This design comes from an exercise in tuning for small area on the open sky130 flow, not from production work. Function was not checked in any run shown here: the RTL went through the layout flow alone.

==> flow/design.v <==
module prbs(
            clk,
            rst,
            enable,
            valid,
            bit_out_r,
            bit_out_i
            );
    parameter SEED = 9'h1AA;
    parameter [8:0] MASK_I = 9'b111010101;
    output bit_out_r;
    output bit_out_i;
    input rst;
    input clk;
    input enable;
    input valid;
    reg [8:0] buffer;
    always @(posedge clk or negedge rst) begin
        if (!rst)
            buffer <= SEED;
        else if (enable & valid)
            buffer <= {buffer[0] ^ buffer[4], buffer[8:1]};
    end
    assign bit_out_r = buffer[0];
    assign bit_out_i = ^(buffer & MASK_I);
endmodule
module tx(
          clk,
          rst,
          enable,
          cs,
          started,
          tx_in,
          tx_out
          );
    input clk;
    input rst;
    input enable;
    input [1:0] cs;
    input started;
    input tx_in;
    output [7:0] tx_out;
    reg       pb;        
    reg [5:0] w;         
    always @(posedge clk or negedge rst) begin
        if (!rst) begin
            pb <= 1'b0;
            w <= 6'd0;
        end
        else if (enable) begin
            if (cs == 2'd3)
                pb <= tx_in;
            if (cs == 2'd0)
                w <= {w[4:0], pb};
        end
    end
    wire [1:0] c = cs - 2'd1;
    wire [1:0] s24 = w[2] + w[4];
    wire [1:0] s15 = w[1] + w[5];
    wire [1:0] s23 = w[2] + w[3];
    wire [1:0] s14 = w[1] + w[4];
    wire [1:0] s05 = w[0] + w[5];
    wire [6:0] g0, g2, go;
    tx_fe0 u_f0 (.w3 (w[3]), .s24 (s24), .s15 (s15), .f (g0));
    tx_fe2 u_f2 (.s23 (s23), .s14 (s14), .s05 (s05), .f (g2));
    tx_fo u_fo (.a (c[1] ? w[2] : w[3]), .b (c[1] ? w[3] : w[2]),
                .d (c[1] ? w[1] : w[4]), .e (c[1] ? w[5] : w[0]), .f (go));
    wire [7:0] sum = {c[0] ? go : (c[1] ? g2 : g0), c[0]};
    assign tx_out = started ? sum : 8'd0;
endmodule
module tx_fo(a, b, d, e, f);
    input a;
    input b;
    input d;
    input e;
    output reg [6:0] f;
    always @* begin
        case ({a, b, d, e})
            4'd0: f = 7'h62;
            4'd1: f = 7'h60;
            4'd2: f = 7'h57;
            4'd3: f = 7'h55;
            4'd4: f = 7'h6c;
            4'd5: f = 7'h6a;
            4'd6: f = 7'h61;
            4'd7: f = 7'h5f;
            4'd8: f = 7'h20;
            4'd9: f = 7'h1e;
            4'd10: f = 7'h15;
            4'd11: f = 7'h13;
            4'd12: f = 7'h2a;
            4'd13: f = 7'h28;
            4'd14: f = 7'h1f;
            4'd15: f = 7'h1d;
            default: f = 7'h00;
        endcase
    end
endmodule
module tx_fe0(w3, s24, s15, f);
    input w3;
    input [1:0] s24;
    input [1:0] s15;
    output reg [6:0] f;
    always @* begin
        case ({w3, s24, s15})
            5'd0: f = 7'h61;
            5'd1: f = 7'h63;
            5'd2: f = 7'h65;
            5'd4: f = 7'h5a;
            5'd5: f = 7'h5c;
            5'd6: f = 7'h5e;
            5'd8: f = 7'h53;
            5'd9: f = 7'h55;
            5'd10: f = 7'h57;
            5'd16: f = 7'h29;
            5'd17: f = 7'h2b;
            5'd18: f = 7'h2d;
            5'd20: f = 7'h22;
            5'd21: f = 7'h24;
            5'd22: f = 7'h26;
            5'd24: f = 7'h1b;
            5'd25: f = 7'h1d;
            5'd26: f = 7'h1f;
            default: f = 7'h00;
        endcase
    end
endmodule
module tx_fe2(s23, s14, s05, f);
    input [1:0] s23;
    input [1:0] s14;
    input [1:0] s05;
    output reg [6:0] f;
    always @* begin
        case ({s23, s14, s05})
            6'd0: f = 7'h61;
            6'd1: f = 7'h60;
            6'd2: f = 7'h5f;
            6'd4: f = 7'h5c;
            6'd5: f = 7'h5b;
            6'd6: f = 7'h5a;
            6'd8: f = 7'h57;
            6'd9: f = 7'h56;
            6'd10: f = 7'h55;
            6'd16: f = 7'h06;
            6'd17: f = 7'h05;
            6'd18: f = 7'h04;
            6'd20: f = 7'h01;
            6'd21: f = 7'h00;
            6'd22: f = 7'h7f;
            6'd24: f = 7'h7c;
            6'd25: f = 7'h7b;
            6'd26: f = 7'h7a;
            6'd32: f = 7'h2b;
            6'd33: f = 7'h2a;
            6'd34: f = 7'h29;
            6'd36: f = 7'h26;
            6'd37: f = 7'h25;
            6'd38: f = 7'h24;
            6'd40: f = 7'h21;
            6'd41: f = 7'h20;
            6'd42: f = 7'h1f;
            default: f = 7'h00;
        endcase
    end
endmodule
module rx(
          clk,
          rst,
          enable,
          rx_in,
          sample,
          rx_out,
          rx_bit_out
          );
    input clk;
    input rst;
    input enable;
    input signed [7:0] rx_in;
    input sample;        
    output reg [7:0] rx_out;
    output reg rx_bit_out;
    reg [8*24-1:0] xl;
    wire [7:0] u0 = {~xl[7], xl[6:0]};
    wire [7:0] u1 = {~xl[15], xl[14:8]};
    wire [7:0] u2 = {~xl[23], xl[22:16]};
    wire [7:0] u3 = {~xl[31], xl[30:24]};
    wire [7:0] u4 = {~xl[39], xl[38:32]};
    wire [7:0] u5 = {~xl[47], xl[46:40]};
    wire [7:0] u6 = {~xl[55], xl[54:48]};
    wire [7:0] u7 = {~xl[63], xl[62:56]};
    wire [7:0] u8 = {~xl[71], xl[70:64]};
    wire [7:0] u9 = {~xl[79], xl[78:72]};
    wire [7:0] u10 = {~xl[87], xl[86:80]};
    wire [7:0] u11 = {~xl[95], xl[94:88]};
    wire [7:0] u12 = {~xl[103], xl[102:96]};
    wire [7:0] u13 = {~xl[111], xl[110:104]};
    wire [7:0] u14 = {~xl[119], xl[118:112]};
    wire [7:0] u15 = {~xl[127], xl[126:120]};
    wire [7:0] u16 = {~xl[135], xl[134:128]};
    wire [7:0] u17 = {~xl[143], xl[142:136]};
    wire [7:0] u18 = {~xl[151], xl[150:144]};
    wire [7:0] u19 = {~xl[159], xl[158:152]};
    wire [7:0] u20 = {~xl[167], xl[166:160]};
    wire [7:0] u21 = {~xl[175], xl[174:168]};
    wire [7:0] u22 = {~xl[183], xl[182:176]};
    wire [7:0] u23 = {~xl[191], xl[190:184]};
    wire [8:0] p6 = u6 + u18;
    wire [8:0] p7 = u7 + u17;
    wire [8:0] p8 = u8 + u16;
    wire [8:0] p9 = u9 + u15;
    wire [8:0] p10 = u10 + u14;
    wire [8:0] p11 = u11 + u13;
    wire s1, c2;
    rx_fa u_s1 (.a(1'b1), .b(~u22[0]), .c(~u2[0]), .s(s1), .co(c2));
    wire s3, c4;
    rx_fa u_s3 (.a(s1), .b(p10[0]), .c(p7[0]), .s(s3), .co(c4));
    wire s5, c6;
    rx_fa u_s5 (.a(p8[0]), .b(~p6[0]), .c(s3), .s(s5), .co(c6));
    wire s7, c8;
    rx_fa u_s7 (.a(u20[0]), .b(u4[0]), .c(~u1[0]), .s(s7), .co(c8));
    wire s9, c10;
    rx_fa u_s9 (.a(~u22[1]), .b(~u23[0]), .c(~u2[1]), .s(s9), .co(c10));
    wire s11, c12;
    rx_fa u_s11 (.a(c2), .b(s7), .c(s9), .s(s11), .co(c12));
    wire s13, c14;
    rx_fa u_s13 (.a(s11), .b(p10[1]), .c(p7[1]), .s(s13), .co(c14));
    wire s15, c16;
    rx_fa u_s15 (.a(p8[1]), .b(p9[0]), .c(~p11[0]), .s(s15), .co(c16));
    wire s17, c18;
    rx_fa u_s17 (.a(~p6[1]), .b(c4), .c(s13), .s(s17), .co(c18));
    wire s19, c20;
    rx_fa u_s19 (.a(s15), .b(c6), .c(s17), .s(s19), .co(c20));
    wire s21, c22;
    rx_fa u_s21 (.a(1'b1), .b(u20[1]), .c(u4[1]), .s(s21), .co(c22));
    wire s23, c24;
    rx_fa u_s23 (.a(~u1[1]), .b(~u22[2]), .c(~u23[1]), .s(s23), .co(c24));
    wire s25, c26;
    rx_fa u_s25 (.a(~u2[2]), .b(c10), .c(c8), .s(s25), .co(c26));
    wire s27, c28;
    rx_fa u_s27 (.a(s21), .b(s23), .c(c12), .s(s27), .co(c28));
    wire s29, c30;
    rx_fa u_s29 (.a(s25), .b(p10[0]), .c(p10[2]), .s(s29), .co(c30));
    wire s31, c32;
    rx_fa u_s31 (.a(p7[0]), .b(p7[2]), .c(p8[2]), .s(s31), .co(c32));
    wire s33, c34;
    rx_fa u_s33 (.a(p9[1]), .b(~p11[1]), .c(~p6[0]), .s(s33), .co(c34));
    wire s35, c36;
    rx_fa u_s35 (.a(~p6[2]), .b(s27), .c(c14), .s(s35), .co(c36));
    wire s37, c38;
    rx_fa u_s37 (.a(c16), .b(s29), .c(s31), .s(s37), .co(c38));
    wire s39, c40;
    rx_fa u_s39 (.a(s33), .b(c18), .c(s35), .s(s39), .co(c40));
    wire s41, c42;
    rx_fa u_s41 (.a(s37), .b(c20), .c(s39), .s(s41), .co(c42));
    wire s43, c44;
    rx_fa u_s43 (.a(u12[0]), .b(u20[2]), .c(u4[2]), .s(s43), .co(c44));
    wire s45, c46;
    rx_fa u_s45 (.a(~u1[2]), .b(~u22[3]), .c(~u23[2]), .s(s45), .co(c46));
    wire s47, c48;
    rx_fa u_s47 (.a(~u2[3]), .b(c22), .c(c24), .s(s47), .co(c48));
    wire s49, c50;
    rx_fa u_s49 (.a(s43), .b(s45), .c(c26), .s(s49), .co(c50));
    wire s51, c52;
    rx_fa u_s51 (.a(s47), .b(p10[1]), .c(p10[3]), .s(s51), .co(c52));
    wire s53, c54;
    rx_fa u_s53 (.a(p7[1]), .b(p7[3]), .c(p8[3]), .s(s53), .co(c54));
    wire s55, c56;
    rx_fa u_s55 (.a(p9[0]), .b(p9[2]), .c(~p11[2]), .s(s55), .co(c56));
    wire s57, c58;
    rx_fa u_s57 (.a(~p6[1]), .b(~p6[3]), .c(~p8[0]), .s(s57), .co(c58));
    wire s59, c60;
    rx_fa u_s59 (.a(c28), .b(s49), .c(c30), .s(s59), .co(c60));
    wire s61, c62;
    rx_fa u_s61 (.a(c32), .b(c34), .c(s51), .s(s61), .co(c62));
    wire s63, c64;
    rx_fa u_s63 (.a(s53), .b(s55), .c(s57), .s(s63), .co(c64));
    wire s65, c66;
    rx_fa u_s65 (.a(c36), .b(c38), .c(s59), .s(s65), .co(c66));
    wire s67, c68;
    rx_fa u_s67 (.a(s61), .b(s63), .c(c40), .s(s67), .co(c68));
    wire s69, c70;
    rx_fa u_s69 (.a(s65), .b(c42), .c(s67), .s(s69), .co(c70));
    wire s71, c72;
    rx_fa u_s71 (.a(u12[1]), .b(u20[3]), .c(u4[3]), .s(s71), .co(c72));
    wire s73, c74;
    rx_fa u_s73 (.a(~u1[3]), .b(~u22[4]), .c(~u23[3]), .s(s73), .co(c74));
    wire s75, c76;
    rx_fa u_s75 (.a(~u2[4]), .b(c44), .c(c46), .s(s75), .co(c76));
    wire s77, c78;
    rx_fa u_s77 (.a(s71), .b(s73), .c(c48), .s(s77), .co(c78));
    wire s79, c80;
    rx_fa u_s79 (.a(s75), .b(p10[2]), .c(p10[4]), .s(s79), .co(c80));
    wire s81, c82;
    rx_fa u_s81 (.a(p7[2]), .b(p7[4]), .c(p8[4]), .s(s81), .co(c82));
    wire s83, c84;
    rx_fa u_s83 (.a(p9[1]), .b(p9[3]), .c(~p11[3]), .s(s83), .co(c84));
    wire s85, c86;
    rx_fa u_s85 (.a(~p6[2]), .b(~p6[4]), .c(~p7[0]), .s(s85), .co(c86));
    wire s87, c88;
    rx_fa u_s87 (.a(~p8[1]), .b(c50), .c(s77), .s(s87), .co(c88));
    wire s89, c90;
    rx_fa u_s89 (.a(c52), .b(c54), .c(c56), .s(s89), .co(c90));
    wire s91, c92;
    rx_fa u_s91 (.a(c58), .b(s79), .c(s81), .s(s91), .co(c92));
    wire s93, c94;
    rx_fa u_s93 (.a(s83), .b(s85), .c(s87), .s(s93), .co(c94));
    wire s95, c96;
    rx_fa u_s95 (.a(c60), .b(c62), .c(c64), .s(s95), .co(c96));
    wire s97, c98;
    rx_fa u_s97 (.a(s89), .b(s91), .c(s93), .s(s97), .co(c98));
    wire s99, c100;
    rx_fa u_s99 (.a(c66), .b(s95), .c(s97), .s(s99), .co(c100));
    wire s101, c102;
    rx_fa u_s101 (.a(c68), .b(s99), .c(c70), .s(s101), .co(c102));
    wire s103, c104;
    rx_fa u_s103 (.a(1'b1), .b(u12[2]), .c(u20[4]), .s(s103), .co(c104));
    wire s105, c106;
    rx_fa u_s105 (.a(u4[4]), .b(~u1[4]), .c(~u22[5]), .s(s105), .co(c106));
    wire s107, c108;
    rx_fa u_s107 (.a(~u23[4]), .b(~u2[5]), .c(c72), .s(s107), .co(c108));
    wire s109, c110;
    rx_fa u_s109 (.a(c74), .b(s103), .c(s105), .s(s109), .co(c110));
    wire s111, c112;
    rx_fa u_s111 (.a(c76), .b(s107), .c(s109), .s(s111), .co(c112));
    wire s113, c114;
    rx_fa u_s113 (.a(p10[0]), .b(p10[3]), .c(p10[5]), .s(s113), .co(c114));
    wire s115, c116;
    rx_fa u_s115 (.a(p7[3]), .b(p7[5]), .c(p8[5]), .s(s115), .co(c116));
    wire s117, c118;
    rx_fa u_s117 (.a(p9[2]), .b(p9[4]), .c(~p11[4]), .s(s117), .co(c118));
    wire s119, c120;
    rx_fa u_s119 (.a(~p6[3]), .b(~p6[5]), .c(~p7[1]), .s(s119), .co(c120));
    wire s121, c122;
    rx_fa u_s121 (.a(~p8[2]), .b(c78), .c(s111), .s(s121), .co(c122));
    wire s123, c124;
    rx_fa u_s123 (.a(c80), .b(c82), .c(c84), .s(s123), .co(c124));
    wire s125, c126;
    rx_fa u_s125 (.a(c86), .b(s113), .c(s115), .s(s125), .co(c126));
    wire s127, c128;
    rx_fa u_s127 (.a(s117), .b(s119), .c(c88), .s(s127), .co(c128));
    wire s129, c130;
    rx_fa u_s129 (.a(s121), .b(c90), .c(c92), .s(s129), .co(c130));
    wire s131, c132;
    rx_fa u_s131 (.a(s123), .b(s125), .c(c94), .s(s131), .co(c132));
    wire s133, c134;
    rx_fa u_s133 (.a(s127), .b(c96), .c(s129), .s(s133), .co(c134));
    wire s135, c136;
    rx_fa u_s135 (.a(c98), .b(s131), .c(s133), .s(s135), .co(c136));
    wire s137, c138;
    rx_fa u_s137 (.a(c100), .b(s135), .c(c102), .s(s137), .co(c138));
    wire s139, c140;
    rx_fa u_s139 (.a(u12[0]), .b(u12[3]), .c(u20[5]), .s(s139), .co(c140));
    wire s141, c142;
    rx_fa u_s141 (.a(u4[5]), .b(~u1[5]), .c(~u22[6]), .s(s141), .co(c142));
    wire s143, c144;
    rx_fa u_s143 (.a(~u23[5]), .b(~u2[6]), .c(c104), .s(s143), .co(c144));
    wire s145, c146;
    rx_fa u_s145 (.a(c106), .b(s139), .c(s141), .s(s145), .co(c146));
    wire s147, c148;
    rx_fa u_s147 (.a(c108), .b(s143), .c(c110), .s(s147), .co(c148));
    wire s149, c150;
    rx_fa u_s149 (.a(s145), .b(p10[1]), .c(p10[4]), .s(s149), .co(c150));
    wire s151, c152;
    rx_fa u_s151 (.a(p10[6]), .b(p11[0]), .c(p7[4]), .s(s151), .co(c152));
    wire s153, c154;
    rx_fa u_s153 (.a(p7[6]), .b(p8[6]), .c(p9[3]), .s(s153), .co(c154));
    wire s155, c156;
    rx_fa u_s155 (.a(p9[5]), .b(~p11[5]), .c(~p6[4]), .s(s155), .co(c156));
    wire s157, c158;
    rx_fa u_s157 (.a(~p6[6]), .b(~p7[2]), .c(~p8[3]), .s(s157), .co(c158));
    wire s159, c160;
    rx_fa u_s159 (.a(c112), .b(s147), .c(c114), .s(s159), .co(c160));
    wire s161, c162;
    rx_fa u_s161 (.a(c116), .b(c118), .c(c120), .s(s161), .co(c162));
    wire s163, c164;
    rx_fa u_s163 (.a(s149), .b(s151), .c(s153), .s(s163), .co(c164));
    wire s165, c166;
    rx_fa u_s165 (.a(s155), .b(s157), .c(c122), .s(s165), .co(c166));
    wire s167, c168;
    rx_fa u_s167 (.a(c124), .b(c126), .c(s159), .s(s167), .co(c168));
    wire s169, c170;
    rx_fa u_s169 (.a(s161), .b(s163), .c(c128), .s(s169), .co(c170));
    wire s171, c172;
    rx_fa u_s171 (.a(s165), .b(c130), .c(s167), .s(s171), .co(c172));
    wire s173, c174;
    rx_fa u_s173 (.a(c132), .b(s169), .c(c134), .s(s173), .co(c174));
    wire s175, c176;
    rx_fa u_s175 (.a(s171), .b(c136), .c(s173), .s(s175), .co(c176));
    wire s177, c178;
    rx_fa u_s177 (.a(u12[1]), .b(u12[4]), .c(u20[6]), .s(s177), .co(c178));
    wire s179, c180;
    rx_fa u_s179 (.a(u4[6]), .b(~u1[6]), .c(~u22[7]), .s(s179), .co(c180));
    wire s181, c182;
    rx_fa u_s181 (.a(~u23[6]), .b(~u2[7]), .c(c140), .s(s181), .co(c182));
    wire s183, c184;
    rx_fa u_s183 (.a(c142), .b(s177), .c(s179), .s(s183), .co(c184));
    wire s185, c186;
    rx_fa u_s185 (.a(c144), .b(s181), .c(c146), .s(s185), .co(c186));
    wire s187, c188;
    rx_fa u_s187 (.a(s183), .b(p10[2]), .c(p10[5]), .s(s187), .co(c188));
    wire s189, c190;
    rx_fa u_s189 (.a(p10[7]), .b(p11[1]), .c(p7[5]), .s(s189), .co(c190));
    wire s191, c192;
    rx_fa u_s191 (.a(p7[7]), .b(p8[7]), .c(p9[4]), .s(s191), .co(c192));
    wire s193, c194;
    rx_fa u_s193 (.a(p9[6]), .b(~p11[6]), .c(~p6[5]), .s(s193), .co(c194));
    wire s195, c196;
    rx_fa u_s195 (.a(~p6[7]), .b(~p7[3]), .c(~p8[4]), .s(s195), .co(c196));
    wire s197, c198;
    rx_fa u_s197 (.a(c148), .b(s185), .c(c150), .s(s197), .co(c198));
    wire s199, c200;
    rx_fa u_s199 (.a(c152), .b(c154), .c(c156), .s(s199), .co(c200));
    wire s201, c202;
    rx_fa u_s201 (.a(c158), .b(s187), .c(s189), .s(s201), .co(c202));
    wire s203, c204;
    rx_fa u_s203 (.a(s191), .b(s193), .c(s195), .s(s203), .co(c204));
    wire s205, c206;
    rx_fa u_s205 (.a(c160), .b(c162), .c(c164), .s(s205), .co(c206));
    wire s207, c208;
    rx_fa u_s207 (.a(s197), .b(s199), .c(s201), .s(s207), .co(c208));
    wire s209, c210;
    rx_fa u_s209 (.a(s203), .b(c166), .c(c168), .s(s209), .co(c210));
    wire s211, c212;
    rx_fa u_s211 (.a(s205), .b(s207), .c(c170), .s(s211), .co(c212));
    wire s213, c214;
    rx_fa u_s213 (.a(c172), .b(s209), .c(s211), .s(s213), .co(c214));
    wire s215, c216;
    rx_fa u_s215 (.a(c174), .b(s213), .c(c176), .s(s215), .co(c216));
    wire s217, c218;
    rx_fa u_s217 (.a(1'b1), .b(u12[2]), .c(u12[5]), .s(s217), .co(c218));
    wire s219, c220;
    rx_fa u_s219 (.a(u20[7]), .b(u4[7]), .c(~u1[7]), .s(s219), .co(c220));
    wire s221, c222;
    rx_fa u_s221 (.a(~u23[7]), .b(c178), .c(c180), .s(s221), .co(c222));
    wire s223, c224;
    rx_fa u_s223 (.a(s217), .b(s219), .c(c182), .s(s223), .co(c224));
    wire s225, c226;
    rx_fa u_s225 (.a(c184), .b(s221), .c(p10[3]), .s(s225), .co(c226));
    wire s227, c228;
    rx_fa u_s227 (.a(p10[6]), .b(p10[8]), .c(p11[2]), .s(s227), .co(c228));
    wire s229, c230;
    rx_fa u_s229 (.a(p7[6]), .b(p7[8]), .c(p8[8]), .s(s229), .co(c230));
    wire s231, c232;
    rx_fa u_s231 (.a(p9[5]), .b(p9[7]), .c(~p11[7]), .s(s231), .co(c232));
    wire s233, c234;
    rx_fa u_s233 (.a(~p6[6]), .b(~p6[8]), .c(~p7[4]), .s(s233), .co(c234));
    wire s235, c236;
    rx_fa u_s235 (.a(~p8[5]), .b(s223), .c(c186), .s(s235), .co(c236));
    wire s237, c238;
    rx_fa u_s237 (.a(c188), .b(c190), .c(c192), .s(s237), .co(c238));
    wire s239, c240;
    rx_fa u_s239 (.a(c194), .b(c196), .c(s225), .s(s239), .co(c240));
    wire s241, c242;
    rx_fa u_s241 (.a(s227), .b(s229), .c(s231), .s(s241), .co(c242));
    wire s243, c244;
    rx_fa u_s243 (.a(s233), .b(s235), .c(c198), .s(s243), .co(c244));
    wire s245, c246;
    rx_fa u_s245 (.a(c200), .b(c202), .c(s237), .s(s245), .co(c246));
    wire s247, c248;
    rx_fa u_s247 (.a(c204), .b(s239), .c(s241), .s(s247), .co(c248));
    wire s249, c250;
    rx_fa u_s249 (.a(s243), .b(c206), .c(c208), .s(s249), .co(c250));
    wire s251, c252;
    rx_fa u_s251 (.a(s245), .b(s247), .c(c210), .s(s251), .co(c252));
    wire s253, c254;
    rx_fa u_s253 (.a(s249), .b(c212), .c(s251), .s(s253), .co(c254));
    wire s255, c256;
    rx_fa u_s255 (.a(c214), .b(s253), .c(c216), .s(s255), .co(c256));
    wire s257, c258;
    rx_fa u_s257 (.a(1'b1), .b(u12[3]), .c(u12[6]), .s(s257), .co(c258));
    wire s259, c260;
    rx_fa u_s259 (.a(c218), .b(c220), .c(s257), .s(s259), .co(c260));
    wire s261, c262;
    rx_fa u_s261 (.a(c222), .b(s259), .c(p10[4]), .s(s261), .co(c262));
    wire s263, c264;
    rx_fa u_s263 (.a(p10[7]), .b(p11[3]), .c(p7[7]), .s(s263), .co(c264));
    wire s265, c266;
    rx_fa u_s265 (.a(p9[6]), .b(p9[8]), .c(~p11[8]), .s(s265), .co(c266));
    wire s267, c268;
    rx_fa u_s267 (.a(~p6[7]), .b(~p7[5]), .c(~p8[6]), .s(s267), .co(c268));
    wire s269, c270;
    rx_fa u_s269 (.a(c224), .b(c226), .c(c228), .s(s269), .co(c270));
    wire s271, c272;
    rx_fa u_s271 (.a(c230), .b(c232), .c(c234), .s(s271), .co(c272));
    wire s273, c274;
    rx_fa u_s273 (.a(s261), .b(s263), .c(s265), .s(s273), .co(c274));
    wire s275, c276;
    rx_fa u_s275 (.a(s267), .b(c236), .c(c238), .s(s275), .co(c276));
    wire s277, c278;
    rx_fa u_s277 (.a(c240), .b(s269), .c(c242), .s(s277), .co(c278));
    wire s279, c280;
    rx_fa u_s279 (.a(s271), .b(s273), .c(c244), .s(s279), .co(c280));
    wire s281, c282;
    rx_fa u_s281 (.a(s275), .b(c246), .c(c248), .s(s281), .co(c282));
    wire s283, c284;
    rx_fa u_s283 (.a(s277), .b(s279), .c(c250), .s(s283), .co(c284));
    wire s285, c286;
    rx_fa u_s285 (.a(s281), .b(c252), .c(s283), .s(s285), .co(c286));
    wire s287, c288;
    rx_fa u_s287 (.a(c254), .b(s285), .c(c256), .s(s287), .co(c288));
    wire s289, c290;
    rx_fa u_s289 (.a(u12[4]), .b(u12[7]), .c(c258), .s(s289), .co(c290));
    wire s291, c292;
    rx_fa u_s291 (.a(c260), .b(s289), .c(p10[5]), .s(s291), .co(c292));
    wire s293, c294;
    rx_fa u_s293 (.a(p10[8]), .b(p11[4]), .c(p7[8]), .s(s293), .co(c294));
    wire s295, c296;
    rx_fa u_s295 (.a(p9[7]), .b(~p6[8]), .c(~p7[6]), .s(s295), .co(c296));
    wire s297, c298;
    rx_fa u_s297 (.a(~p8[7]), .b(c262), .c(c264), .s(s297), .co(c298));
    wire s299, c300;
    rx_fa u_s299 (.a(c266), .b(c268), .c(s291), .s(s299), .co(c300));
    wire s301, c302;
    rx_fa u_s301 (.a(s293), .b(s295), .c(c270), .s(s301), .co(c302));
    wire s303, c304;
    rx_fa u_s303 (.a(c272), .b(s297), .c(c274), .s(s303), .co(c304));
    wire s305, c306;
    rx_fa u_s305 (.a(s299), .b(c276), .c(s301), .s(s305), .co(c306));
    wire s307, c308;
    rx_fa u_s307 (.a(c278), .b(s303), .c(c280), .s(s307), .co(c308));
    wire s309, c310;
    rx_fa u_s309 (.a(s305), .b(c282), .c(s307), .s(s309), .co(c310));
    wire s311, c312;
    rx_fa u_s311 (.a(c284), .b(s309), .c(c286), .s(s311), .co(c312));
    wire s313, c314;
    rx_fa u_s313 (.a(u12[5]), .b(c290), .c(p10[6]), .s(s313), .co(c314));
    wire s315, c316;
    rx_fa u_s315 (.a(p11[5]), .b(p9[8]), .c(~p7[7]), .s(s315), .co(c316));
    wire s317, c318;
    rx_fa u_s317 (.a(~p8[8]), .b(c292), .c(c294), .s(s317), .co(c318));
    wire s319, c320;
    rx_fa u_s319 (.a(c296), .b(s313), .c(s315), .s(s319), .co(c320));
    wire s321, c322;
    rx_fa u_s321 (.a(c298), .b(c300), .c(s317), .s(s321), .co(c322));
    wire s323, c324;
    rx_fa u_s323 (.a(s319), .b(c302), .c(c304), .s(s323), .co(c324));
    wire s325, c326;
    rx_fa u_s325 (.a(s321), .b(c306), .c(s323), .s(s325), .co(c326));
    wire s327, c328;
    rx_fa u_s327 (.a(c308), .b(s325), .c(c310), .s(s327), .co(c328));
    wire s329, c330;
    rx_fa u_s329 (.a(u12[6]), .b(p10[7]), .c(p11[6]), .s(s329), .co(c330));
    wire s331, c332;
    rx_fa u_s331 (.a(~p7[8]), .b(c314), .c(c316), .s(s331), .co(c332));
    wire s333, c334;
    rx_fa u_s333 (.a(s329), .b(c318), .c(c320), .s(s333), .co(c334));
    wire s335, c336;
    rx_fa u_s335 (.a(s331), .b(c322), .c(s333), .s(s335), .co(c336));
    wire s337, c338;
    rx_fa u_s337 (.a(c324), .b(s335), .c(c326), .s(s337), .co(c338));
    wire s339, c340;
    rx_fa u_s339 (.a(u12[7]), .b(p10[8]), .c(p11[7]), .s(s339), .co(c340));
    wire s341, c342;
    rx_fa u_s341 (.a(c330), .b(s339), .c(c332), .s(s341), .co(c342));
    wire s343, c344;
    rx_fa u_s343 (.a(c334), .b(s341), .c(c336), .s(s343), .co(c344));
    wire s345, c346;
    rx_fa u_s345 (.a(1'b1), .b(p11[8]), .c(c340), .s(s345), .co(c346));
    wire s347, c348;
    rx_fa u_s347 (.a(s345), .b(c342), .c(c344), .s(s347), .co(c348));
    wire [15:0] ra = {c346, s347, c338, c328, c312, c288, s287, s255, s215, c138, s137, s101, s69, s41, s19, s5};
    wire [15:0] rb = {c348, 1'b0, s343, s337, s327, s311, 1'b0, 1'b0, 1'b0, s175, 1'b0, 1'b0, 1'b0, 1'b0, 1'b0, 1'b0};
    wire [15:0] s = ra + rb;
    wire sat = (s[15:14] != {2{s[15]}});
    wire [7:0] sat_out = sat ? (s[15] ? 8'h80 : 8'h7f) : s[14:7];
    always @(posedge clk or negedge rst) begin
        if (!rst) begin
            xl <= {8*24{1'b0}};
            rx_out <= 8'd0;
            rx_bit_out <= 1'b0;
        end
        else if (enable) begin
            xl <= {xl[8*23-1:0], rx_in};
            rx_out <= sat_out;
            if (sample)
                rx_bit_out <= ~s[15];
        end
    end
endmodule
module rx_fa(a, b, c, s, co);
    input a, b, c;
    output s, co;
    assign s = a ^ b ^ c;
    assign co = (a & b) | (a & c) | (b & c);
endmodule
module rx_ha(a, b, s, co);
    input a, b;
    output s, co;
    assign s = a ^ b;
    assign co = a & b;
endmodule
module ber(
           clk,
           rst,
           enable,
           valid,
           t,
           sx_r,
           dx_r,
           sx_i,
           dx_i,
           error_count_r,
           error_count_i,
           bit_count
           );
    parameter SEQ_LEN = 1022;
    parameter R = 32;                   
    localparam AW = $clog2(SEQ_LEN);    
    localparam RB = $clog2(R);          
    localparam CB = RB - 2;             
    localparam NC = 1 << CB;
    localparam NG = 1 << (AW - CB - RB);
    localparam NR = NG * NC;            
    input clk;
    input rst;
    input enable;
    input valid;
    input [RB-1:0] t;       
    input sx_r;
    input dx_r;
    input sx_i;
    input dx_i;
    output [63:0] error_count_r;
    output [63:0] error_count_i;
    output [63:0] bit_count;
    reg [AW-1:0] counter;
    reg [AW-1:0] shift;
    reg [AW-1:0] wl;
    reg adapt;
    wire step = enable & valid;
    localparam integer NAD = SEQ_LEN * (SEQ_LEN + 1) + 1;
    localparam [AW-1:0] WL0 = (1 << AW) - (NAD % (1 << AW));
    reg [63-AW:0] bc_hi;
    wire [63-AW:0] bc_hi_inc;
    ber_inc #(.W (64 - AW)) inc_bc (.q (bc_hi), .inc (step & ~adapt & (&wl)), .d (bc_hi_inc));
    assign bit_count = {bc_hi, adapt ? {AW{1'b0}} : wl};
    wire counter_full = (counter == SEQ_LEN);
    wire end_adapt = (shift == SEQ_LEN);
    wire adapt_next = adapt & ~end_adapt;
    wire [AW-1:0] shift_next = shift + (adapt & counter_full);
    wire [AW-1:0] wl_next = wl + 1'b1;
    always @(posedge clk or negedge rst) begin
        if (!rst)
            bc_hi <= {64-AW{1'b0}};
        else
            bc_hi <= bc_hi_inc;
    end
    always @(posedge clk or negedge rst) begin
        if (!rst) begin
            counter <= {AW{1'b0}};
            shift <= {AW{1'b0}};
            wl <= WL0;
            adapt <= 1'b1;
        end
        else if (step) begin
            wl <= wl_next;
            if (adapt) begin
                if (!counter_full)
                    counter <= counter + 1'b1;
                else begin
                    counter <= {AW{1'b0}};
                    shift <= shift + 1'b1;
                end
                if (end_adapt)
                    adapt <= 1'b0;
            end
        end
    end
    wire [AW-CB-1:0] blk0 = wl[AW-1:CB];
    wire [AW-CB-1:0] blk1 = wl[AW-1:CB] - 1'b1;
    wire pass0 = (blk0[RB-1:0] == ~t);
    wire pass1 = (blk1[RB-1:0] == ~t);
    wire [NR-1:0] we;
    genvar gg, cc_;
    generate
        for (gg = 0; gg < NG; gg = gg + 1) begin : g_we_g
            for (cc_ = 0; cc_ < NC; cc_ = cc_ + 1) begin : g_we_c
                wire older = (cc_ > wl[CB-1:0]);
                assign we[gg*NC + cc_] = older ? (pass1 & (blk1[AW-CB-1:RB] == gg))
                                               : (pass0 & (blk0[AW-CB-1:RB] == gg));
            end
        end
    endgenerate
    ber_lane #(.SEQ_LEN(SEQ_LEN), .R(R)) lane_r (
        .clk (clk), .rst (rst), .step (step), .t (t), .adapt (adapt),
        .shift (shift), .counter_full (counter_full), .end_adapt (end_adapt),
        .wl_next (wl_next), .adapt_next (adapt_next), .shift_next (shift_next),
        .wl (wl), .we (we), .sx (sx_r), .dx (dx_r), .error_count (error_count_r));
    ber_lane #(.SEQ_LEN(SEQ_LEN), .R(R)) lane_i (
        .clk (clk), .rst (rst), .step (step), .t (t), .adapt (adapt),
        .shift (shift), .counter_full (counter_full), .end_adapt (end_adapt),
        .wl_next (wl_next), .adapt_next (adapt_next), .shift_next (shift_next),
        .wl (wl), .we (we), .sx (sx_i), .dx (dx_i), .error_count (error_count_i));
endmodule
module ber_lane(
                clk,
                rst,
                step,
                t,
                adapt,
                shift,
                counter_full,
                end_adapt,
                wl_next,
                adapt_next,
                shift_next,
                wl,
                we,
                sx,
                dx,
                error_count
                );
    parameter SEQ_LEN = 1022;
    parameter R = 32;
    localparam AW = $clog2(SEQ_LEN);
    localparam RB = $clog2(R);
    localparam CB = RB - 2;
    localparam NC = 1 << CB;
    localparam NG = 1 << (AW - CB - RB);
    localparam NR = NG * NC;
    input clk;
    input rst;
    input step;
    input [RB-1:0] t;
    input adapt;
    input [AW-1:0] shift;
    input counter_full;
    input end_adapt;
    input [AW-1:0] wl_next;
    input adapt_next;
    input [AW-1:0] shift_next;
    input [AW-1:0] wl;
    input [NR-1:0] we;
    input sx;
    input dx;
    output reg [63:0] error_count;
    reg [R*NR-1:0] q;
    reg [NC-1:0] wd;
    reg rd;
    reg [AW-1:0] min_error_count;
    reg [AW-1:0] min_shift;
    integer i;
    always @(posedge clk) begin
        for (i = 0; i < NR; i = i + 1)
            q[R*i +: R] <= {q[R*i +: R-1], we[i] ? wd[i % NC] : q[R*i+R-1]};
    end
    wire [AW-1:0] s = adapt ? shift : min_shift;
    wire [AW-1:0] s_next = adapt_next ? shift_next : min_shift;
    reg [AW-1:0] a;
    always @(posedge clk) begin
        if (step)
            a <= wl_next - s_next;
    end
    wire [CB-1:0] ac = a[CB-1:0];
    wire [RB-1:0] am = a[CB+RB-1:CB];
    wire [AW-CB-RB-1:0] ag = a[AW-1:CB+RB];
    wire [RB-1:0] pos = am + t;                
    wire rpass = (pos[1:0] == 2'b11);          
    localparam NP = R / 4;
    wire [NR*NP-1:0] rq;
    genvar k, j;
    generate
        for (k = 0; k < NR; k = k + 1) begin : g_rq
            for (j = 0; j < NP; j = j + 1) begin : g_rqj
                assign rq[k*NP + j] = q[R*k + 4*j + 3];
            end
        end
    endgenerate
    wire rq_sel;
    ber_sel #(.N (NR*NP)) sel_rq (.d (rq), .s ({ag, ac, pos[RB-1:2]}), .y (rq_sel));
    always @(posedge clk) begin
        if (rpass)
            rd <= rq_sel;
    end
    wire bit_d = (s < NC) ? wd[wl[CB-1:0] - s[CB-1:0]] : (rpass ? rq_sel : rd);
    wire e = bit_d ^ dx;
    wire [AW-1:0] ec_lo = error_count[AW-1:0];
    wire clr = step & adapt & (counter_full | end_adapt);
    wire inc = step & e & ~(adapt & counter_full);
    wire [63:0] ec_inc;
    ber_inc #(.W (64)) inc_ec (.q (error_count), .inc (inc), .d (ec_inc));
    always @(posedge clk or negedge rst) begin
        if (!rst)
            error_count <= 64'd0;
        else begin
            error_count[AW-1:0] <= clr ? {AW{1'b0}} : ec_inc[AW-1:0];
            error_count[63:AW] <= ec_inc[63:AW];
        end
    end
    wire [AW-1:0] wn = wl + 1'b1;
    always @(posedge clk or negedge rst) begin
        if (!rst) begin
            wd <= {NC{1'b0}};
            min_error_count <= {AW{1'b1}};
            min_shift <= {AW{1'b0}};
        end
        else if (step) begin
            wd[wn[CB-1:0]] <= sx;
            if (adapt & counter_full & (ec_lo < min_error_count)) begin
                min_error_count <= ec_lo;
                min_shift <= shift;
            end
        end
    end
endmodule
module ber_inc(q, inc, d);
    parameter W = 64;
    localparam NB = (W + 7) / 8;
    input [W-1:0] q;
    input inc;
    output [W-1:0] d;
    wire [8*NB-1:0] qx = {{8*NB-W{1'b0}}, q};
    wire [8*NB-1:0] dx;
    wire [NB-1:0] all1;      
    wire [NB:0] below;       
    wire [8*NB:0] c;
    assign below[0] = 1'b1;
    genvar b, i;
    generate
        for (b = 0; b < NB; b = b + 1) begin : g_blk
            assign all1[b] = &qx[8*b +: 8];
            assign below[b+1] = below[b] & all1[b];
            assign c[8*b] = inc & below[b];
            for (i = 0; i < 8; i = i + 1) begin : g_bit
                assign dx[8*b+i] = qx[8*b+i] ^ c[8*b+i];
                if (i < 7) begin : g_c
                    assign c[8*b+i+1] = c[8*b+i] & qx[8*b+i];
                end
            end
        end
    endgenerate
    assign d = dx[W-1:0];
endmodule
module ber_sel(d, s, y);
    parameter N = 256;
    localparam SB = $clog2(N);
    input [N-1:0] d;
    input [SB-1:0] s;
    output y;
    generate
        if (N == 4) begin : g_leaf4
            ber_mux4 m (.d (d), .s (s), .y (y));
        end
        else if (N == 2) begin : g_leaf2
            assign y = s[0] ? d[1] : d[0];
        end
        else begin : g_node
            wire [3:0] part;
            genvar i;
            for (i = 0; i < 4; i = i + 1) begin : g_part
                ber_sel #(.N (N / 4)) sub (.d (d[i*(N/4) +: N/4]), .s (s[SB-3:0]), .y (part[i]));
            end
            ber_mux4 m (.d (part), .s (s[SB-1:SB-2]), .y (y));
        end
    endgenerate
endmodule
module ber_mux4(d, s, y);
    input [3:0] d;
    input [1:0] s;
    output y;
    assign y = s[1] ? (s[0] ? d[3] : d[2]) : (s[0] ? d[1] : d[0]);
endmodule
module dsp(
           rst,
           clk,
           i_enable_tx,
           i_enable_rx,
           i_enable_ber,
           i_phase,
           o_error_count_r,
           o_error_count_i,
           o_bit_count_r,
           o_bit_count_i,
           o_tx,
           o_rx,
           o_led
           );
    input rst;
    input clk;
    input i_enable_tx;
    input i_enable_rx;
    input i_enable_ber;
    input [1:0] i_phase;
    output [63:0] o_error_count_r;
    output [63:0] o_error_count_i;
    output [63:0] o_bit_count_r;
    output [63:0] o_bit_count_i;
    output [15:0] o_tx;
    output [15:0] o_rx;
    output [3:0] o_led;
    wire prbs_out_r;
    wire [7:0] tx_out_r;
    wire [7:0] rx_out_r;
    wire rx_bit_out_r;
    wire prbs_out_i;
    wire [7:0] tx_out_i;
    wire [7:0] rx_out_i;
    wire rx_bit_out_i;
    wire [63:0] bit_count;
    reg [4:0] clk_counter;      
    reg [1:0] phase;
    reg ber_rst;
    reg enable_tx;
    reg enable_rx;
    reg [1:0] tx_cs;        
    reg tx_started;         
    reg [1:0] rx_cc;        
    wire valid = (clk_counter[1:0] == 2'd1);
    assign o_led[0] = enable_tx;
    assign o_led[1] = enable_rx;
    assign o_led[2] = 1'b0;
    assign o_led[3] = ~((|o_error_count_r) | (|o_error_count_i));
    assign o_tx = {tx_out_r, tx_out_i};
    assign o_rx = {rx_out_r, rx_out_i};
    assign o_bit_count_r = bit_count;
    assign o_bit_count_i = bit_count;
    always @(posedge clk or negedge rst) begin
        if (!rst) begin
            clk_counter <= 5'd0;
            phase <= 2'd0;
            ber_rst <= 1'b0;
            enable_tx <= 1'b0;
            enable_rx <= 1'b0;
            tx_cs <= 2'd0;
            tx_started <= 1'b0;
            rx_cc <= 2'd0;
        end
        else begin
            clk_counter <= clk_counter + 5'd1;
            phase <= i_phase;
            enable_tx <= i_enable_tx;
            enable_rx <= i_enable_rx;
            ber_rst <= !((i_phase != phase) || (!enable_rx && i_enable_rx));
            if (enable_tx) begin
                tx_cs <= tx_cs + 2'd1;
                tx_started <= 1'b1;
            end
            if (enable_rx)
                rx_cc <= rx_cc + 2'd1;
        end
    end
    prbs #(.SEED (9'h1AA), .MASK_I (9'b111010101)) prbs0 (
        .clk (clk), .rst (rst), .enable (enable_tx), .valid (valid),
        .bit_out_r (prbs_out_r), .bit_out_i (prbs_out_i));
    tx tx_r (
        .clk (clk), .rst (rst), .enable (enable_tx), .cs (tx_cs), .started (tx_started), .tx_in (prbs_out_r),
        .tx_out (tx_out_r));
    tx tx_i (
        .clk (clk), .rst (rst), .enable (enable_tx), .cs (tx_cs), .started (tx_started), .tx_in (prbs_out_i),
        .tx_out (tx_out_i));
    rx rx_r (
        .clk (clk), .rst (rst), .enable (enable_rx), .rx_in (tx_out_r),
        .sample (rx_cc == phase), .rx_out (rx_out_r), .rx_bit_out (rx_bit_out_r));
    rx rx_i (
        .clk (clk), .rst (rst), .enable (enable_rx), .rx_in (tx_out_i),
        .sample (rx_cc == phase), .rx_out (rx_out_i), .rx_bit_out (rx_bit_out_i));
    ber ber0 (
        .clk (clk), .rst (ber_rst), .enable (i_enable_ber), .valid (valid),
        .t (clk_counter),
        .sx_r (prbs_out_r), .dx_r (rx_bit_out_r),
        .sx_i (prbs_out_i), .dx_i (rx_bit_out_i),
        .error_count_r (o_error_count_r), .error_count_i (o_error_count_i),
        .bit_count (bit_count));
endmodule
==> flow/flow/run.sh <==
#!/bin/bash
# Layout: the standard ORFS flow (standard.sh), with two changes to how
# the layout is built: the clock tree uses sink clusters of up to 16
# flip-flops and no dummy loads, and the port buffers are the smallest
# buffer cell.  Every tool's output stays in orfs/logs; make's own output
# goes to flow_make.log in this folder.
set -euo pipefail
export CTS_ARGS="-sink_clustering_enable -repair_clock_nets -sink_clustering_size 16 -sink_clustering_max_diameter 40 -buf_list {sky130_fd_sc_hd__clkbuf_8} -dont_use_dummy_load"
export BUFFER_PORTS_ARGS="-buffer_cell sky130_fd_sc_hd__buf_1"
bash standard.sh > flow_make.log 2>&1
==> flow/standard.sh <==
#!/bin/bash
# synth_recipe.tcl (not shown) runs the flow's synth.tcl, then flattens the netlist and writes it again
# the make line also repeats each setting of config.mk as NAME=value (left out here)
make -C /OpenROAD-flow-scripts/flow DESIGN_CONFIG=/design/flow/config.mk WORK_HOME=/design/flow/orfs CLKGATE_MAP_FILE= SYNTH_SCRIPT=/design/flow/synth_recipe.tcl "${@:-finish}"
==> flow/config.mk <==
export PLATFORM = sky130hd
export DESIGN_NAME = dsp
export DESIGN_NICKNAME = dsp
export VERILOG_FILES = /design/flow/design.v
export SDC_FILE = /design/flow/constraint.sdc
export NUM_CORES = 4
export LEC_CHECK = 0
export CAP_MARGIN = 20
export CORE_MARGIN = 2
export CORE_UTILIZATION = 55
export SLEW_MARGIN = 20
export SYNTH_HIERARCHICAL = 1
==> flow/constraint.sdc <==
create_clock -name core_clock -period 8.0 [get_ports {clk}]
set_input_delay 1.6000 -clock core_clock [delete_from_list [all_inputs] [get_ports {clk}]]
set_output_delay 1.6000 -clock core_clock [all_outputs]
set_load 0.01 [all_outputs]
==> results of run 1 <==
[per-layer routing]
metal	routed length (um)	track usage, %	vias up
met4	3760	5.80	0
met2	80000	31.9	949
li1	-	-	22300
met5	0	0	-
met3	8130	4.09	261
met1	85500	30.8	23800
[path summary, 6_finish.rpt]
path / slack [ns] / cells past startpoint / startpoint / end
worst min register to register: 0.17 / 0 / ber_rst / ber0.lane_i.wd[0]
worst min-delay path: 0.17 / 0 / ber_rst / ber0.lane_i.wd[0]
worst max register to register: 0.48 / 22 / rx_r.xl[80] / rx_r.rx_out[6]
max in group asynchronous: 5.65 / 3 / rst / rx_i.xl[111]
min in group core_clock: 0.24 / 0 / ber0.lane_i.q[796] / ber0.lane_i.q[797]
worst max-delay path: 0.48 / 22 / rx_r.xl[80] / rx_r.rx_out[6]
[kinds of logic (layout without fill, tap and decap cells)]
kind of cell             after synthesis  in the layout  synth area share [%]
flip-flops                          2779           2779                  63.8
multiplexers                         637            637                  9.72
other                                  3             16                0.0121
adder cells (fa/ha/maj)              743            743                  12.9
AND/OR/NAND/NOR                      917            917                  5.18
XOR/XNOR                             228            228                  2.18
AO/OA/AOI/OAI                        539            539                  3.92
buffers and inverters                437            889                  2.28
[worst max-delay path, cell delays in order (launching register included)]
cell and delay (ns):
sky130_fd_sc_hd__dfrtp_1 0.39, sky130_fd_sc_hd__ha_1 0.24, sky130_fd_sc_hd__fa_1 0.46, sky130_fd_sc_hd__a21o_1 0.19, sky130_fd_sc_hd__a21oi_1 0.23, sky130_fd_sc_hd__o21bai_1 0.09, sky130_fd_sc_hd__a21oi_1 0.25, sky130_fd_sc_hd__xnor2_1 0.34
sky130_fd_sc_hd__fa_1 0.53, sky130_fd_sc_hd__fa_1 0.43, sky130_fd_sc_hd__fa_1 0.48, sky130_fd_sc_hd__fa_1 0.57, sky130_fd_sc_hd__fa_1 0.44, sky130_fd_sc_hd__fa_1 0.42, sky130_fd_sc_hd__fa_1 0.40, sky130_fd_sc_hd__fa_1 0.37
sky130_fd_sc_hd__ha_1 0.35, sky130_fd_sc_hd__nand4_1 0.14, sky130_fd_sc_hd__a21o_1 0.22, sky130_fd_sc_hd__and2_4 0.16, sky130_fd_sc_hd__a211o_1 0.22, sky130_fd_sc_hd__a211o_1 0.29, sky130_fd_sc_hd__a31oi_1 0.18
[flip-flops by register name (all words and copies together) (netlist names), 5 cells and up]
name,flops
clk_counter,5
ber0.shift,10
ber0.lane_r.min_shift,10
ber0.lane_i.error_count,64
ber0.lane_r.error_count,64
ber0.lane_i.wd,8
ber0.lane_i.min_shift,10
ber0.lane_r.a,10
ber0.lane_r.min_error_count,10
tx_i.w,6
ber0.counter,10
ber0.lane_r.q,1024
ber0.wl,10
rx_i.rx_out,8
tx_r.w,6
ber0.bc_hi,54
rx_i.xl,192
ber0.lane_i.min_error_count,10
ber0.lane_i.q,1024
prbs0.buffer,9
rx_r.xl,192
rx_r.rx_out,8
ber0.lane_r.wd,8
ber0.lane_i.a,10
[Yosys stat by module (local to each module, per instance), a selection]
module | cells inside | cell area [um2]
dsp | 150 | 1330
tx_fe0 | 21 | 150
tx_fo | 30 | 221
tx_fe2 | 64 | 474
tx | 53 | 573
rx | 821 | 9740
ber_mux4 | 1 | 22.5
rx_fa | 1 | 20.0
ber | 354 | 3950
[placed cells by master, fill, tap and decap left out, types with 120 or more instances in the layout]
| master | count |
|---|---|
| sky130_fd_sc_hd__buf_1 | 296 |
| sky130_fd_sc_hd__clkbuf_8 | 326 |
| sky130_fd_sc_hd__dfrtp_1 | 672 |
| sky130_fd_sc_hd__dfxtp_1 | 2050 |
| sky130_fd_sc_hd__fa_1 | 366 |
| sky130_fd_sc_hd__ha_1 | 377 |
| sky130_fd_sc_hd__inv_1 | 209 |
| sky130_fd_sc_hd__mux2_2 | 398 |
| sky130_fd_sc_hd__mux4_2 | 174 |
| sky130_fd_sc_hd__nand2_1 | 227 |
| sky130_fd_sc_hd__nand3_1 | 155 |
| sky130_fd_sc_hd__nor2_1 | 131 |
| sky130_fd_sc_hd__o21ai_0 | 161 |
| sky130_fd_sc_hd__xnor2_1 | 120 |
[per-stage QoR]
step / std cells / hold slack, ns / worst slack, ns
6_report: 8966 / 0.172 / 0.477
5_1_grt: 8965 / 0.215 / 0.0868
4_1_cts: 8963 / 0.192 / 0.457
3_5_place_dp: 8637 / 0.283 / 0.464
3_3_place_gp: 8636 / 0.280 / 0.551
2_1_floorplan: 6293 / 0.310 / 0.225
[area by class of cell]
class | count | area, um2 | share of cell area, %
multi-input cells | 3077 | 31800 | 31.5
flip-flops and latches | 2779 | 59400 | 58.9
inverters | 212 | 796 | 0.788
repair buffers | 351 | 1630 | 1.62
diodes | 3 | 7.51 | 0.00744
well taps | 2218 | 2780 | 2.75
clock buffers | 326 | 4490 | 4.44
==> parameters.txt, run 1 <==
Parameter                              Value

Worst setup path
  Setup crit start kind    register
  Maximum fanout along the worst path    4
  Worst Path Class, Setup    reg -> reg
  WP data arrival    8.37 ns
  Critical path required time    slightly below 9 ns
  Category of the worst setup path capture point    register

Synthesis
  Post-synthesis cell type count    roughly 100
  Ys flop type    sky130_fd_sc_hd__dfxtp_1
  Share of synthesized flip-flops with an asynchronous set or reset    approximately 26%
  Total number of yosys warnings    15
  Top post-synthesis cells by area    sky130_fd_sc_hd__dfxtp_1 (44%), sky130_fd_sc_hd__dfrtp_1 (18%), sky130_fd_sc_hd__fa_1 (7.9%), sky130_fd_sc_hd__ha_1 (5.1%), sky130_fd_sc_hd__mux2_2 (4.8%)
  Cell type with the largest total area after synthesis    sky130_fd_sc_hd__dfxtp_1
  Number of synthesized flops with an enable pin    20
  Avg Inst Size Synth    14.8 um2
  Netlist Area Pre-Place    93,200 um2
  Synth top area share    44.0%
  Synth Instances    between 6,000 and 7,000
  Yosys reg bits    2,779
  Sequential fraction of the synthesis area    63.8%
  Top-count cell post-synth    sky130_fd_sc_hd__dfxtp_1
  List of most frequent post-synthesis cells    sky130_fd_sc_hd__dfxtp_1 (2,050), sky130_fd_sc_hd__dfrtp_1 (674), sky130_fd_sc_hd__mux2_2 (398)

Placement
  Placed Instance Area    96,400 um2
  Final weighted congestion of routability-driven global placement    just under 0.9
  Placed wire-length estimate    125,000 um
  PortBufs    297

STA
  Post-route clock skew    0.116 ns
  Setup violation total in the final timing report    0
  RSZ-0062 raised after global routing    false
  Final TNS setup    0 ns
  Slew margin rel.    24.7%
  Fin. Hold Viols    0
  Min Tclk post-route    7.52 ns
  Max frequency    133 MHz
  Fraction of the cycle the final worst path needs    94.0%
  Number of slew-limit violations in the final report    0
  Slew @ Worst Pin    1.13 ns

GRT
  First-pass GRT wire length    approximately 280,000 um
  Total global-route track usage    between 20% and 30%
  Number of global-route vias before repair    49,100
  Number of antenna violations at the first check in global routing    5
  Maximum number of pins on one net before global-route repair    167
  Total gr overflow    0

Clock network
  Hold-fix buffers, CTS    0
  Count of instances resized after the clock tree is built    0
  Htree depth    5
  Master cell of the clock root buffer    sky130_fd_sc_hd__clkbuf_8
  Clock tree from TritonCTS    built
  Clock buffer depth    4
  Number of setup buffers added after CTS    0
  Number of buffers created by CTS    326
  Clock input transition at the sequential cells of the worst setup and hold paths    0.09 ns
  Clock latency on the worst-skew pair    1.04 ns
  CTS Sinks    2,779

Routing
  Final ANT Viol Nets    0
  Routed wirelength normalized by instance count    roughly 20 um
  First-pass detailed-route iteration total    7
  Via density per instance    5.28
  Detailed-route wire length    between 150,000 and 200,000 um
  Post-route DRC violation count    0
  DR iter-0 viols    2,709
  Total via count in the routed design    47,300

Layout
  Fin area    101,000 um2
  Number of nets in the layout    7,497
  Final core utilization    between 50% and 60%
  Count of filler cells inserted in the layout    13,400
  Layout overhead on the synthesized area    8.33%
  Fraction of layout cells with a size suffix above 1    15.8%

Floorplanning
  Chip Height    between 400 and 500 um
  Full die area    between 150,000 and 200,000 um2
  Core Rows    151
  # IOs    around 300
  Starting density of the core    55.2%
  Core region area    169,000 um2
  Die Wd    416 um

Worst hold path
  Hold Path Class    reg -> async

Outcome
  Result of the run  timing/DRC/antenna clean

Flow run
  Number of violations of the max-capacitance limit    0
==> inputs of run 2 (changes only) <==
--- a/flow/design.v
+++ b/flow/design.v
@@ -736,5 +736,7 @@
     output reg [63:0] error_count;
     reg [R*NR-1:0] q;
-    reg [NC-1:0] wd;
+    reg [NC-1:0] wd_n;      
+    reg wd_c0;
+    wire [NC-1:0] wd;
     reg rd;
     reg [AW-1:0] min_error_count;
@@ -789,16 +791,36 @@
     end
     wire [AW-1:0] wn = wl + 1'b1;
+    localparam integer NAD = SEQ_LEN * (SEQ_LEN + 1) + 1;
+    localparam integer C0 = ((1 << AW) - (NAD % (1 << AW))) % NC;
+    genvar g;
+    generate
+        for (g = 0; g < NC; g = g + 1) begin : g_wd
+            if (g == C0) begin : g_r
+                assign wd[g] = wd_c0;
+            end
+            else begin : g_n
+                assign wd[g] = wd_n[g];
+            end
+        end
+    endgenerate
     always @(posedge clk or negedge rst) begin
         if (!rst) begin
-            wd <= {NC{1'b0}};
+            wd_c0 <= 1'b0;
             min_error_count <= {AW{1'b1}};
-            min_shift <= {AW{1'b0}};
         end
         else if (step) begin
-            wd[wn[CB-1:0]] <= sx;
-            if (adapt & counter_full & (ec_lo < min_error_count)) begin
+            if (wn[CB-1:0] == C0)
+                wd_c0 <= sx;
+            if (adapt & counter_full & (ec_lo < min_error_count))
                 min_error_count <= ec_lo;
+        end
+    end
+    always @(posedge clk) begin
+        if (step) begin
+            for (i = 0; i < NC; i = i + 1)
+                if (i != C0 && wn[CB-1:0] == i)
+                    wd_n[i] <= sx;
+            if (adapt & counter_full & (ec_lo < min_error_count))
                 min_shift <= shift;
-            end
         end
     end
==> flow/flow/run.sh (replaced) <==
#!/bin/bash
# Layout: the standard ORFS flow (standard.sh), with two changes to how
# the layout is built: the clock tree uses sink clusters of up to 24
# flip-flops and no dummy loads, and the port buffers are the smallest
# buffer cell.  Every tool's output stays in orfs/logs; make's own output
# goes to flow_make.log in this folder.
set -euo pipefail
export CTS_ARGS="-sink_clustering_enable -repair_clock_nets -sink_clustering_size 24 -sink_clustering_max_diameter 50 -buf_list {sky130_fd_sc_hd__clkbuf_16 sky130_fd_sc_hd__clkbuf_8} -dont_use_dummy_load"
export BUFFER_PORTS_ARGS="-buffer_cell sky130_fd_sc_hd__buf_1"
bash standard.sh > flow_make.log 2>&1
--- a/flow/config.mk
+++ b/flow/config.mk
@@ -8,5 +8,5 @@
 export CAP_MARGIN = 20
 export CORE_MARGIN = 2
-export CORE_UTILIZATION = 55
+export CORE_UTILIZATION = 68
 export SLEW_MARGIN = 20
 export SYNTH_HIERARCHICAL = 1
==> run 2 against run 1 <==
Utilization increased by 14 points. Largest cell class unchanged. Non-clock buffer count decreased by 1. Via count decreased by 4.5%. Die area decreased by 20%. Highest routed layer is now met5. Sequential share of layout area increased by 1.2 points. Maximum frequency decreased by 2.7%. Worst setup slack got worse by 0.21 ns. Sequential cell count unchanged. Clock-buffer cell count decreased by 148. Cell area decreased by 1.7%.
==> parameters.txt, run 2 <==
Parameter                              Value

Synthesis
  Fraction of synthesized cell area in xor and xnor cells    roughly 2.1%
  Top-count cell post-synth    sky130_fd_sc_hd__dfxtp_1
  Combinational family with the most area after synthesis    adder cells
  Sequential fraction of the synthesis area    64.9%
  Ys flop type    sky130_fd_sc_hd__dfxtp_1
  Cell type with the largest total area after synthesis    sky130_fd_sc_hd__dfxtp_1
  Synth Instances    6,036
  Yosys reg bits    around 2,800
  Synth top area share    44.7%
  Avg Inst Size Synth    approximately 15 um2
  Number of synthesized flops with an enable pin    54
  Post-synthesis cell type count    97
  Share of synthesized cell area in full adder, half adder and majority cells    between 10% and 20%
  Netlist Area Pre-Place    91,800 um2
  Compound-gate portion of the synthesized area    3.75%
  Top post-synthesis cells by area    sky130_fd_sc_hd__dfxtp_1 (45%), sky130_fd_sc_hd__dfrtp_1 (17%), sky130_fd_sc_hd__fa_1 (8.0%), sky130_fd_sc_hd__ha_1 (5.0%), sky130_fd_sc_hd__mux2_2 (4.9%)
  Total number of yosys warnings    15
  Share of synthesized flip-flops with an asynchronous set or reset    24.3%
  Basic-gate share of the synthesized area counting and, or, nand and nor cells    4.07%
  Mux share of post-synthesis cell area    9.84%
  List of most frequent post-synthesis cells    sky130_fd_sc_hd__dfxtp_1 (2,050), sky130_fd_sc_hd__dfrtp_1 (640), sky130_fd_sc_hd__mux2_2 (398)

Clock network
  Clock latency on the worst-skew pair    roughly 0.82 ns
  Number of setup buffers added after CTS    0
  Master cell of the clock root buffer    sky130_fd_sc_hd__clkbuf_16
  Clock tree from TritonCTS    built
  Hold-fix buffers, CTS    0
  CTS Sinks    about 2,800
  Clock buffer depth    3
  Number of buffers created by CTS    178
  Htree depth    4
  Clock input transition at the sequential cells of the worst setup and hold paths    0.08 ns

STA
  Slew margin rel.    26.1%
  Post-route clock skew    0.0932 ns
  Fin. Hold Viols    0
  Max frequency    129 MHz
  Hold Worst Slack    0.276 ns
  Setup violation total in the final timing report    0
  Final TNS setup    0 ns
  Min Tclk post-route    between 7 and 8 ns
  Slew @ Worst Pin    roughly 1.1 ns
  Fraction of the cycle the final worst path needs    96.6%
  Min setup slack post-route    0.269 ns
  Number of slew-limit violations in the final report    0

Routing
  Routed wirelength normalized by instance count    20.9 um
  Via density per instance    between 5 and 6
  DR iter-0 viols    2,769
  Total via count in the routed design    around 45,000
  Detailed-route wire length    170,000 um
  Post-route DRC violation count    0
  Final ANT Viol Nets    0
  First-pass detailed-route iteration total    6

Worst setup path
  Critical path required time    just under 9 ns
  Critical path startpoint    rx_r.xl[56]
  R2r endpoint    rx_r.rx_out[6]
  Slowest stage cell, crit path    sky130_fd_sc_hd__fa_1
  Source of the worst register-to-register timing path    rx_r.xl[56]
  Library cell appearing most often on the critical path    sky130_fd_sc_hd__fa_1
  WP data arrival    8.37 ns
  Register-to-register setup slack    0.27 ns
  Maximum fanout along the worst path    4
  Depth of the worst register-to-register path    22
  Worst Path Class, Setup    reg -> reg
  Delay of the slowest cell on the worst path    ~0.56 ns
  Sum of buffers and inverters on the critical path    0
  Category of the worst setup path capture point    register
  Cell count along the critical path    22
  Cell-by-cell trace of the critical path    ha_1 > fa_1 > a21o_1 > a21oi_1 > o21ai_0 > a21oi_2 > xnor2_2 > fa_1 > fa_1 > fa_1 > fa_1 > fa_1 > fa_1 > fa_1 > fa_1 > ha_1 > and4_1 > a221o_2 > a21oi_2 > xor2_1 > o2111ai_1 > a32o_1
  Critical Path End    rx_r.rx_out[6]
  Family of cells with the greatest summed delay on the critical path    adder cells
  Setup crit start kind    register

Floorplanning
  Full die area    around 140,000 um2
  Starting density of the core    68.6%
  Chip Height    371 um
  Core Rows    134
  Die Wd    371 um
  # IOs    approximately 300
  Core region area    about 130,000 um2

Placement
  Post-Place Worst Slack    around 0.16 ns
  Placed Instance Area    ~95,000 um2
  Placed wire-length estimate    119,000 um
  PortBufs    297
  Final weighted congestion of routability-driven global placement    0.903

GRT
  Met3 Resource Use GR    under 10%
  Global Route met2 Usage    40.1%
  Number of global-route vias before repair    47,200
  Total global-route track usage    25.5%
  First-pass GRT wire length    270,000 um
  Maximum number of pins on one net before global-route repair    151
  Number of antenna violations at the first check in global routing    2
  Total gr overflow    0
  Busiest grt layer    met2
  Met1 usage in global routing    between 30% and 40%

Layout
  Final core utilization    74.1%
  Count of filler cells inserted in the layout    8,501
  Most common cell after layout, fill and taps aside    sky130_fd_sc_hd__dfxtp_1
  Layout overhead on the synthesized area    8.00%
  Largest regs    ber0.lane_i.q x1024, ber0.lane_r.q x1024
  Commonest cells after routing, fill and taps aside    sky130_fd_sc_hd__dfxtp_1 (2,050), sky130_fd_sc_hd__dfrtp_1 (638), sky130_fd_sc_hd__mux2_2 (398), sky130_fd_sc_hd__ha_1 (369), sky130_fd_sc_hd__fa_1 (366)
  Number of nets in the layout    7,127
  Number of diodes added for antenna fixing    0
  Fin area    about 99,000 um2
  Fraction of layout cells with a size suffix above 1    between 10 and 15%

Flow run
  Number of violations of the max-capacitance limit    0

Outcome
  Result of the run  timing/DRC/antenna clean

Worst hold path
  Hold Path Class    reg -> reg
==> run 2: cell families (layout without fill, tap and decap cells) <==
group | after synthesis | count (layout)
flip-flops | 2779 | 2779
adder cells (fa/ha/maj) | 735 | 735
AND/OR/NAND/NOR | 728 | 728
multiplexers | 635 | 635
AO/OA/AOI/OAI | 515 | 515
buffers and inverters | 423 | 760
XOR/XNOR | 218 | 218
other | 3 | 13
==> run 2: routing by layer <==
metal  part of all wire (%)  vias up
met5                 0.0053        -
met4                    2.2        2
met3                    4.0      265
met2                     47      871
met1                     47    22900
li1                       -    21200
==> run 2: worst min path at each step <==
stage	startpoint	to	slack [ns]	depth (start not counted)
finish	ber0.lane_i.q[752]	ber0.lane_i.q[753]	0.28	0
global route	ber0.lane_i.q[708]	ber0.lane_i.q[709]	0.27	0
CTS	ber0.lane_i.q[752]	ber0.lane_i.q[753]	0.26	0
detailed placement	ber0.lane_i.q[138]	ber0.lane_i.q[139]	0.31	0
global placement	ber0.lane_i.q[152]	ber0.lane_i.q[153]	0.31	0
floorplan	ber0.lane_i.q[1000]	ber0.lane_i.q[1001]	0.31	0
==> run 2: area by class of cell <==
class                      count  area [um2]  area share (%)
clock buffer                 178        4450            4.49
inverter                     232         871           0.878
multi-input combinational   2844       30400            30.6
sequential                  2779       59600            60.1
tap                         1768        2210            2.23
timing repair buffer         350        1670            1.69
==> run 2: worst reg2reg max path, delay by kind of cell (launching register included) <==
family / cells / cell delay [ns]
xor gates and xnor gates: 2 / 0.38
adders and majority gates: 11 / 4.71
DFF: 1 / 0.39
AOI/OAI and AO/OA: 8 / 1.94
and+or+nand+nor: 1 / 0.21
==> run 2: metrics by stage <==
step	instances
global placement	7972
detailed placement	7973
floorplan	6046
global route	8151
CTS	8151
finish	8151
==> run 2: repair_timing <==
item,CTS,global route
gates resized for setup,0,16
hold endpoints to repair,0,0
endpoints found under the setup margin,0,14
==> run 2: modules after synthesis (local to each module, per instance), a selection <==
module    times used  flops+latches  cells
rx_fa            348              0      1
dsp                1             15    150
rx                 2            201    803
tx_fo              2              0     30
ber_mux4         170              0      1
tx_fe2             2              0     64
tx                 2              7     53
tx_fe0             2              0     21
ber                1             85    354

## afterwards: timing with drivers on the ports
The results above use ideal ports. As a check the final layouts listed here were re-extracted and re-timed, cells and wires unchanged. Step 1 sets driving cells, clkbuf_16 on the clock port and buf_2 on the other inputs (assumed; they add their load-dependent delay and slew). Step 2 adds t to the input delays and takes it off the output delays; t is the mean of the earliest and latest rising clock arrival at the registers after step 1. Input paths then give back, and output paths get back, about the clock's delay inside the block. a / b / c = no drivers / after step 1 / after step 2; a / b = the first two.
run	shift t [ns]	setup WS [ns]	worst setup path at the end	clock arrival spread, ns	pins driven straight from the clock port
run 1	1.054	0.477 / 0.477 / 0.477	register to register	0.155 / 0.155	1
run 2	0.847	0.269 / 0.269 / 0.269	register to register	0.100 / 0.101	1
After both steps every run listed still meets setup and hold.
